This is an optimization exercise on Yosys and OpenROAD, whose aim is small area, not a production implementation. At most, simulation tests tie the RTL to the original design; equivalence was not proved. No activity file was given, so power comes from the tool's default toggle rates.

Setup of R:
Design video_uut, start of the top module:
module video_uut (
    input  wire         clk_i           , 
    input  wire         cen_i           , 
    input  wire         rst_i           , 
    input  wire         vid_sel_i       , 
    input  wire [23:0]  vid_rgb_i       , 
    input  wire [1:0]   vh_blank_i      , 
    input  wire [2:0]   dvh_sync_i      , 
    output wire [2:0]   dvh_sync_o      , 
    output wire [23:0]  vid_rgb_o         
);
localparam [3:0] C_BLACK  = 4'd0;    
localparam [3:0] C_WHITE  = 4'd1;    
localparam [3:0] C_MAZE   = 4'd2;    
localparam [3:0] C_BLUE   = 4'd3;    
localparam [3:0] C_ORANGE = 4'd4;    
localparam [3:0] C_RED    = 4'd5;    
localparam [3:0] C_GREEN  = 4'd6;    
localparam [3:0] C_GBLUE  = 4'd7;    
localparam [3:0] C_PINK   = 4'd8;    
localparam [3:0] C_PURPLE = 4'd9;    
localparam [3:0] C_YELLOW = 4'd10;   
reg         HD, VD;
reg  [10:0] HCNT;      
reg  [10:0] VCNT;
wire HR = ~HD &  vh_blank_i[0];
wire HF =  HD & ~vh_blank_i[0];
wire VR = ~VD &  vh_blank_i[1];
wire VF =  VD & ~vh_blank_i[1];
wire [10:0] px = HCNT;
wire [10:0] py = VCNT;
localparam NSF = 12;
function automatic [3:0] sf_win(input [11:0] u);
    reg [3:0] t;
    begin
        t = u[3:0] - 4'd7;
        sf_win[3]   = (u[11:4] == 8'd0) && (u[3:0] != 4'd15);
        sf_win[2:0] = t[3] ? -t[2:0] : t[2:0];
    end
endfunction
function automatic sf_pat(input [3:0] wx, input [3:0] wy);
    sf_pat = wx[3] && wy[3] && (wx[2:0] < 3'd2 || wy[2:0] < 3'd2 || wx[2:0] == wy[2:0]);
endfunction
wire [11:0] px7 = {1'b0, px} + 12'd7;
wire [11:0] py7 = {1'b0, py} + 12'd7;
wire [NSF-1:0] sf_on;
wire [11:0] sf_ux [0:NSF-1];
wire [11:0] sf_uy [0:NSF-1];
wire [10:0] sf_xv [0:NSF-1];
wire [10:0] sf_yv [0:NSF-1];
wire [10:0] sf_yg [0:NSF-1];    
genvar gi;
generate
    for (gi = 0; gi < NSF; gi = gi + 1) begin : g_sf
        localparam integer S  = (gi % 8) + 1;
  ...
export LEC_CHECK = 0
export CAP_MARGIN = 20
export CORE_MARGIN = 2
export CORE_UTILIZATION = 40
export SLEW_MARGIN = 20
create_clock -name core_clock -period 13.0 [get_ports {clk_i}]
standard.sh (not shown) runs the stock make flow with config.mk's settings and CLKGATE_MAP_FILE= SYNTH_SCRIPT=/design/flow/synth_recipe.tcl, a recipe that flattens the netlist after the stock synthesis.
==> flow/flow/run.sh <==
#!/bin/bash
# The standard layout (standard.sh) with a different clock tree (clkbuf_8 only,
# clusters of up to 20 sinks within 60 um, no dummy loads) and a different
# combinational mapping in
# synthesis:
#  - adders are left to ABC as plain logic (no full/half-adder cell
#    extraction, no Kogge-Stone carry network);
#  - ABC runs flow/deep.abc (deepsyn restructuring, then area-recovering
#    mapping) instead of ORFS's abc script.
# flow/synth.tcl is synth_recipe.tcl with an abc wrapper that swaps the script;
# registers, their names and cell types are those of the standard synthesis.
set -euo pipefail
export MY_ABC_SCRIPT="$PWD/flow/deep.abc"
bash standard.sh SYNTH_SCRIPT="$PWD/flow/synth.tcl" ADDER_MAP_FILE= SYNTH_OPERATIONS_ARGS=-nofsm BUFFER_PORTS_ARGS="-buffer_cell sky130_fd_sc_hd__buf_1" CTS_ARGS="-sink_clustering_enable -repair_clock_nets -dont_use_dummy_load -sink_clustering_size 20 -sink_clustering_max_diameter 60 -buf_list {sky130_fd_sc_hd__clkbuf_8}" finish > make_finish.log 2>&1
==> flow/flow/deep.abc <==
strash
&get -n
&fraig -x
&deepsyn -T 100
&deepsyn -T 100
&put
strash
&get -n
&dch -f
&nf -R 1000
&put
==> flow/flow/synth.tcl <==
# synth_recipe.tcl with an abc wrapper: the ABC script is replaced by $MY_ABC_SCRIPT
proc synth {args} { yosys synth -nofsm -noshare {*}$args }
proc abc {args} {
  set out {}
  set skip 0
  foreach a $args {
    if {$skip} { set skip 0; continue }
    if {$a eq "-script"} { set skip 1; continue }
    lappend out $a
  }
  if {[info exists ::env(MY_ABC_SCRIPT)] && $::env(MY_ABC_SCRIPT) ne ""} {
    set out [linsert $out 0 -script $::env(MY_ABC_SCRIPT)]
  }
  yosys abc {*}$out
}
source $::env(SCRIPTS_DIR)/synth.tcl
# left out here: clear keep_hierarchy, flatten, clean up, hide names made inside functions, write 1_2_yosys.v
R finished every step from synthesis to the final layout, and the layout passed the timing, design-rule and antenna checks.
Modified inputs, S compared to R
-- flow/design.v --
<<< R, line 77
            assign sf_yv[gi] = 11'd0;
            assign sf_yg[gi] = 11'd0;
        end else if (gi == 1 || gi == 3 || gi == 5 || gi == 7) begin : g_double
            localparam integer B  = (gi - 1) / 2;
            localparam [11:0]  K  = (gi == 1 || gi == 5) ? 12'd90 : 12'd88;
            localparam [10:0]  PH = (gi == 3) ? 11'd2 : (gi == 7) ? 11'd6 : 11'd0;
>>> S, line 77
            assign sf_yv[gi] = 11'd0;
            assign sf_yg[gi] = 11'd0;
        end else if (gi == 1 || gi == 5 || gi == 7) begin : g_double
            localparam integer B  = (gi == 7) ? 3 : (gi - 1) / 2;
            localparam [11:0]  K  = (gi == 1 || gi == 5) ? 12'd90 : 12'd88;
            localparam [10:0]  PH = (gi == 3) ? 11'd2 : (gi == 7) ? 11'd6 : 11'd0;
<<< R, line 126
            assign sf_xv[gi] = x;
            assign sf_yv[gi] = yv;
            assign sf_yg[gi] = yv;
            assign sf_ux[gi] = px7 - {1'b0, x};
            assign sf_uy[gi] = py7 - {1'b0, yv};
>>> S, line 126
            assign sf_xv[gi] = x;
            assign sf_yv[gi] = yv;
            assign sf_yg[gi] = (gi == 3) ? {yv[10:2], 2'b00} : yv;
            assign sf_ux[gi] = px7 - {1'b0, x};
            assign sf_uy[gi] = py7 - {1'b0, yv};
--- outcome ---
Going from R to S, the cell area after layout was found to have gone up by 170 µm².
S: fraction of met1 tracks used by global routing is 3.1 points lower than what R reported.
Taking R as the reference point, the biggest fanout along the worst timing path of S rises by 21.
On S: sequential power is 12% higher than what R gave.
Any difference in non-filler instance count after layout between S and R is small enough to ignore.
Compared with R, in S net count of the mapped netlist barely changed, time the worst path needs with I/O delays and setup dropped 1.34 ns, worst setup margin climbed 1.34 ns.
The slowest cell on the critical path comes out sky130_fd_sc_hd__nor3_1 in one run and sky130_fd_sc_hd__or4_1 in the other, namely in S and R respectively.
Compare R and S | fraction of area in registers higher: S
The RTL of S was laid out without a check of its function.

-- port drivers added, routing unchanged --
The results above use ideal ports. As a check the final layouts listed here were re-extracted and re-timed, cells and wires unchanged.
Step 1: set_driving_cell puts a clkbuf_16 on clk_i and a buf_2 on each other input, an assumption about the parent block.
Step 2 also shifts input and output timing later by t, the mid clock arrival at the registers, as if the neighbouring blocks saw the same clock.
a / b / c = no drivers / after step 1 / after step 2; a / b = the first two.
| run | t (ns) | slack for setup (ns) | worst register clock-pin slew, ns | worst slew at a driven data input, ns |
|---|---|---|---|---|
| R | 0.588 | 1.094 / 1.094 / 1.094 | 0.11 / 0.11 | 0.03 |
| S | 0.590 | 2.433 / 2.433 / 2.433 | 0.11 / 0.11 | 0.11 |
After both steps setup and hold are still met in every run listed.
